Context: an optimization exercise on an open-source flow, tuned for small area and a short achievable clock period. The choices shown serve that exercise and are no tape-out recipe. Where RTL was checked, it was by simulation tests only, not by an equivalence proof against the original. Power is estimated from default activity; no workload was simulated.

==> module Transmitter, before the edit <==
module Transmitter #(parameter [15:0] BIT_RATE_VAL = 16'h01B0)(
	input wire clk,
	input wire res,
	input wire drl,
	output wire load,
	input wire [7:0] din,
	output wire tx
);
localparam [8:0] BR = BIT_RATE_VAL[8:0];
reg [2:0] FSM;
reg [3:0] bit_count;
reg [8:0] clk_count;
reg [9:0] transmit;
reg tx_reg;
assign tx = tx_reg;
assign load = (FSM == 3'h1);
always @(posedge clk) begin
	if (res)
		FSM <= 3'h0;
	else begin
		case (FSM)
			3'h0: if (drl) FSM <= 3'h1;
			3'h1: FSM <= 3'h2;
			3'h2: FSM <= 3'h3;
			3'h3: FSM <= 3'h4;
			3'h4: if (clk_count == 9'h000) FSM <= 3'h5;
			3'h5: if (bit_count == 4'h0) FSM <= 3'h0; else FSM <= 3'h3;
			default: FSM <= 3'h0;
		endcase
	end
end
always @(posedge clk) begin
	if (FSM == 3'h2)
		bit_count <= 4'ha;
	if (FSM == 3'h3)
		bit_count <= bit_count - 1;
end
always @(posedge clk) begin
	if (FSM == 3'h3)
		clk_count <= BR;
	else
		clk_count <= clk_count - 1'b1;
end
always @(posedge clk) begin
	if (FSM == 3'h2)
		transmit <= {1'b1, din, 1'b0};
	if (FSM == 3'h3)
		transmit <= {1'b0, transmit[9:1]};
end
always @(posedge clk) begin
	if (res)
		tx_reg <= 1'b1;
	else if (FSM == 3'h3)
		tx_reg <= transmit[0];
end
endmodule
Settings: LEC_CHECK=0, CAP_MARGIN=20, CORE_MARGIN=2, CORE_UTILIZATION=60, CTS_CLUSTER_DIAMETER=100, CTS_CLUSTER_SIZE=24, PLACE_DENSITY_LB_ADDON=0.2, SLEW_MARGIN=20; clock period 10.0 ns.
standard.sh (not shown) runs the stock make flow with config.mk's settings and CLKGATE_MAP_FILE= SYNTH_SCRIPT=/design/flow/synth_recipe.tcl, a recipe that flattens the netlist after the stock synthesis.
==> flow/flow/run.sh <==
#!/bin/bash
# The standard layout (the standard.sh, which runs the standard synthesis
# unchanged), with three changes to how it is optimised:
#  - repair_timing is asked for more setup slack than the 10 ns clock needs
#    (flow/setup_margin), so the critical paths get sized and buffered down
#    towards the period the design can reach;
#  - sizing may swap a cell for any cell of the same function, not only one of
#    the same footprint;
#  - the port buffers are buf_4 cells instead of the delay buffers
#    buffer_ports picks by default.
set -euo pipefail
MARGIN=$(cat flow/setup_margin)
bash standard.sh \
	SETUP_SLACK_MARGIN=$MARGIN \
	MATCH_CELL_FOOTPRINT=0 \
	"BUFFER_PORTS_ARGS=-buffer_cell sky130_fd_sc_hd__buf_4" \
	finish > standard.log 2>&1
==> flow/flow/setup_margin <==
6.9
The first run finished with timing, DRC and antenna clean.
Change:
--- a/flow/design.v
+++ b/flow/design.v
@@ -437,14 +437,14 @@
 	if (FSM == 3'h3)
 		bit_count <= bit_count - 1;
 end
 always @(posedge clk) begin
 	if (FSM == 3'h3)
 		clk_count <= BR;
-	else
-		clk_count <= clk_count - 1'b1;
+	if (FSM == 3'h4)
+		clk_count <= clk_count - 1;
 end
 always @(posedge clk) begin
 	if (FSM == 3'h2)
 		transmit <= {1'b1, din, 1'b0};
 	if (FSM == 3'h3)
 		transmit <= {1'b0, transmit[9:1]};
Power shrinks by about 9%.
Setup slack improved by 49 ps.
Core utilization shrinks by 0.23 points.
Wire length grows by 2.0%.
Maximum frequency grows by 1.5%.
Critical path depth shrinks by 9.
Global-route usage grows by 0.56 points.
Cell count grows by 0.36%.
Via count shrinks by about 0.4%.
Combinational power shrinks by 52%.
Synthesized cell count grows by about 0.7%.
For the first run of this note, only the layout was checked, not whether the RTL still works.

---

main:
FPGA, a different RTL version from the one above (not shown whole).
For scale: about 1600 flip-flops, roughly 9 I/O pins.
Settings: LEC_CHECK=0, CAP_MARGIN=20, CORE_MARGIN=2, CORE_UTILIZATION=60, CTS_CLUSTER_DIAMETER=100, CTS_CLUSTER_SIZE=24, PLACE_DENSITY_LB_ADDON=0.2, SLEW_MARGIN=20; clock period 10.0 ns.
Scripts as last shown in full above: flow/flow/run.sh, flow/flow/setup_margin
What the feature branch does differently from main at the input level:
-- flow/design.v --
<<< main, line 144
wire wr_now = wr_pend && phase_ok(wr_pos, ph + 2'd1);
always @(posedge clk) begin
	if (rst)
		ph <= 2'd0;
	else
		ph <= ph + 2'd1;
	if (rst)
		clr_left <= 3'd0;
>>> the feature branch, line 144
wire wr_now = wr_pend && phase_ok(wr_pos, ph + 2'd1);
always @(posedge clk) begin
	ph <= ph + 2'd1;
	if (rst)
		clr_left <= 3'd0;
<<< main, line 376
reg [7:0] received;
wire tick = (clk_count == 9'd0);
reg take_r;
always @(posedge clk)
	take_r <= !res && busy && clk_count == 9'd1 && bit_count == 4'd0;
assign take = take_r;
assign dout = received;
always @(posedge clk) begin
>>> the feature branch, line 373
reg [7:0] received;
wire tick = (clk_count == 9'd0);
assign take = busy & tick & (bit_count == 4'd0);
assign dout = received;
always @(posedge clk) begin
<<< main, line 444
	if (FSM == 3'h3)
		clk_count <= BR;
	else
		clk_count <= clk_count - 1'b1;
end
always @(posedge clk) begin
>>> the feature branch, line 438
	if (FSM == 3'h3)
		clk_count <= BR;
	if (FSM == 3'h4)
		clk_count <= clk_count - 1;
end
always @(posedge clk) begin
### Flow results
The feature branch vs main, remaining max-slew budget at the tightest pin went down by 2.4 points.
Clock period minus worst slack was higher in the run labelled the feature branch.
Compared with main, the feature branch shows a total power that is about 5.5% higher.
Register area across the feature branch and main: no real change.
Diff main..the feature branch | flip-flop and latch count after synthesis | negligible
Part of the cycle the worst path needs across the feature branch and main: no real change.
Of the feature branch and main, the higher non-clock inverter count in the final layout belongs to main.
Comparing the feature branch with main, the post-route worst hold slack came out essentially unchanged.
No functional check of the RTL was part of any run of this note.

---

job 2181:
Starting RTL as in the previous note.
==> flow/config.mk <==
export PLATFORM = sky130hd
export DESIGN_NAME = FPGA
export DESIGN_NICKNAME = FPGA
export VERILOG_FILES = /design/flow/design.v
export SDC_FILE = /design/flow/constraint.sdc
export NUM_CORES = 8
export LEC_CHECK = 0
export CAP_MARGIN = 20
export CORE_MARGIN = 2
export CORE_UTILIZATION = 60
export CTS_CLUSTER_DIAMETER = 100
export CTS_CLUSTER_SIZE = 24
export PLACE_DENSITY_LB_ADDON = 0.2
export SLEW_MARGIN = 20
==> flow/constraint.sdc <==
create_clock -name core_clock -period 10.0 [get_ports {clk}]
set_input_delay 2.0000 -clock core_clock [delete_from_list [all_inputs] [get_ports {clk}]]
set_output_delay 2.0000 -clock core_clock [all_outputs]
set_load 0.01 [all_outputs]
==> flow/flow/setup_margin <==
7.0
Scripts as last shown in full above: flow/flow/run.sh
Job 2181: no failed stages, no open violations at the end
Input-level comparison between job 7616 and job 2181:
-- flow/design.v --
<<< job 2181, line 12
assign t3 = 1'b0;
wire [NUM_OF_MODULES*8-1:0] heads_a, heads_b;
wire [NUM_OF_MODULES-1:0] inj_a, inj_b;
wire [7:0] wbus;
wire [NUM_OF_MODULES-1:0] found;
>>> job 7616, line 12
assign t3 = 1'b0;
wire [NUM_OF_MODULES*8-1:0] heads_a, heads_b;
wire [NUM_OF_MODULES-1:0] inj_a, inj_b, keep_a, keep_b;
wire [7:0] wbus;
wire [NUM_OF_MODULES-1:0] found;
<<< job 2181, line 29
	.inj_a   (inj_a),
	.inj_b   (inj_b),
	.wbus    (wbus),
	.heads_a (heads_a),
>>> job 7616, line 29
	.inj_a   (inj_a),
	.inj_b   (inj_b),
	.keep_a  (keep_a),
	.keep_b  (keep_b),
	.wbus    (wbus),
	.heads_a (heads_a),
<<< job 2181, line 42
		.inj_a   (inj_a[k]),
		.inj_b   (inj_b[k]),
		.wbus    (wbus),
		.head_a  (heads_a[k*8 +: 8]),
>>> job 7616, line 44
		.inj_a   (inj_a[k]),
		.inj_b   (inj_b[k]),
		.keep_a  (keep_a[k]),
		.keep_b  (keep_b[k]),
		.wbus    (wbus),
		.head_a  (heads_a[k*8 +: 8]),
<<< job 2181, line 67
	output [NUM_OF_MODULES-1:0]   inj_a,
	output [NUM_OF_MODULES-1:0]   inj_b,
	output [7:0]                  wbus,
	input  [NUM_OF_MODULES*8-1:0] heads_a,
>>> job 7616, line 71
	output [NUM_OF_MODULES-1:0]   inj_a,
	output [NUM_OF_MODULES-1:0]   inj_b,
	output [NUM_OF_MODULES-1:0]   keep_a,
	output [NUM_OF_MODULES-1:0]   keep_b,
	output [7:0]                  wbus,
	input  [NUM_OF_MODULES*8-1:0] heads_a,
<<< job 2181, line 139
reg [2:0] clr_left;
reg       wr_pend;
reg       ia_q, ib_q, zero_q;
reg [3:0] sel_q;
wire [2:0] wr_pos = receive_count[2:0] - 3'd1;
>>> job 7616, line 145
reg [2:0] clr_left;
reg       wr_pend;
reg       ia_q, ib_q, clr_q;
reg [3:0] sel_q;
wire [2:0] wr_pos = receive_count[2:0] - 3'd1;
<<< job 2181, line 161
		wr_pend <= 1'b0;
	sel_q  <= tgt;
	zero_q <= clr_left != 3'd0;
	ia_q   <= clr_left != 3'd0 || (wr_now && wr_pos <= 3'd2);
	ib_q   <= clr_left != 3'd0 || (wr_now && wr_pos >= 3'd3);
end
assign wbus = zero_q ? 8'h00 : byte_in;
genvar e;
generate
for (e = 0; e < NUM_OF_MODULES; e = e + 1) begin: INJ
	assign inj_a[e] = ia_q && (sel_q == e);
	assign inj_b[e] = ib_q && (sel_q == e);
end
endgenerate
>>> job 7616, line 167
		wr_pend <= 1'b0;
	sel_q  <= tgt;
	clr_q  <= clr_left != 3'd0;
	ia_q   <= wr_now && wr_pos <= 3'd2;
	ib_q   <= wr_now && wr_pos >= 3'd3;
end
assign wbus = byte_in;
genvar e;
generate
for (e = 0; e < NUM_OF_MODULES; e = e + 1) begin: INJ
	assign inj_a[e]  = ia_q && (sel_q == e);
	assign inj_b[e]  = ib_q && (sel_q == e);
	assign keep_a[e] = !((ia_q || clr_q) && (sel_q == e));
	assign keep_b[e] = !((ib_q || clr_q) && (sel_q == e));
end
endgenerate
<<< job 2181, line 308
	input             inj_a,
	input             inj_b,
	input      [7:0]  wbus,
	output     [7:0]  head_a,
>>> job 7616, line 316
	input             inj_a,
	input             inj_b,
	input             keep_a,
	input             keep_b,
	input      [7:0]  wbus,
	output     [7:0]  head_a,
<<< job 2181, line 323
reg [31:0] rb;
always @(posedge clk) begin
	ra <= {inj_a ? wbus : ra[7:0], ra[15:8]};
	rb <= {inj_b ? wbus : rb[7:0], rb[31:8]};
end
assign head_a = ra[7:0];
>>> job 7616, line 333
reg [31:0] rb;
always @(posedge clk) begin
	ra <= {(ra[7:0] & {8{keep_a}}) | (wbus & {8{inj_a}}), ra[15:8]};
	rb <= {(rb[7:0] & {8{keep_b}}) | (wbus & {8{inj_b}}), rb[31:8]};
end
assign head_a = ra[7:0];
### Flow results
Looking at die footprint, job 7616 sits 490 um^2 lower than job 2181 does.
Met2 layer usage reported by global route, job 7616 and job 2181: higher on job 7616
Looking at job 7616 and job 2181, the die extent in x is a wash.
Summary of job 7616 over job 2181: multi-input combinational cell count lost about 2.2%, total via count in the routed design picked up an extra about 0.8%, count of nets after finishing lost 1.3%, global-route total usage across every layer picked up an extra 0.44 points.
Going from job 2181 to job 7616, power share of the clock group climbed 2.5 points; maximum frequency went down.
Relative to job 2181, the met3 wire length measured on job 7616 has increased slightly.
Number of buffers outside the clock class in the layout, job 7616 and job 2181: lower on job 2181
Diff job 2181 -> job 7616 | fill cell instance count of the final layout | down slightly
Job 7616: final period utilization 0.20 points above job 2181
Min area growth from synthesis to layout across job 7616 and job 2181: job 7616
No functional check of the RTL was part of job 2181.

==> static timing again, ports no longer ideal <==
No port has a modelled driver above. Below, the same layouts with a new extraction and two added sets of constraints. Step 1 sets driving cells, clkbuf_16 on the clock port and buf_2 on the other inputs (assumed; they add their load-dependent delay and slew). Step 2 also shifts input and output timing later by t, the mid clock arrival at the registers, as if the neighbouring blocks saw the same clock. a / b / c = ideal / step 1 / step 2; a / b = the first two.
| run | t (ns) | slack for setup (ns) | worst register clock-pin slew, ns | pins driven straight from the clock port |
|---|---|---|---|---|
| the first run of note 1 | 0.742 | 6.753 / 6.708 / 6.339 | 0.11 / 0.11 | 1 |
| the second run of note 1 | 0.762 | 6.802 / 6.723 / 6.617 | 0.11 / 0.11 | 1 |
| main | 0.746 | 6.821 / 6.746 / 6.752 | 0.11 / 0.11 | 1 |
| the feature branch | 0.752 | 6.817 / 6.749 / 6.320 | 0.10 / 0.10 | 1 |
| job 2181 | 0.740 | 6.845 / 6.774 / 6.777 | 0.10 / 0.10 | 1 |
| job 7616 | 0.753 | 6.825 / 6.745 / 6.489 | 0.11 / 0.11 | 1 |
After both steps every run listed still meets setup and hold. For the feature branch, which loses most, drivers alone change the setup slack by -0.068 ns; drivers and shift together by -0.497 ns.
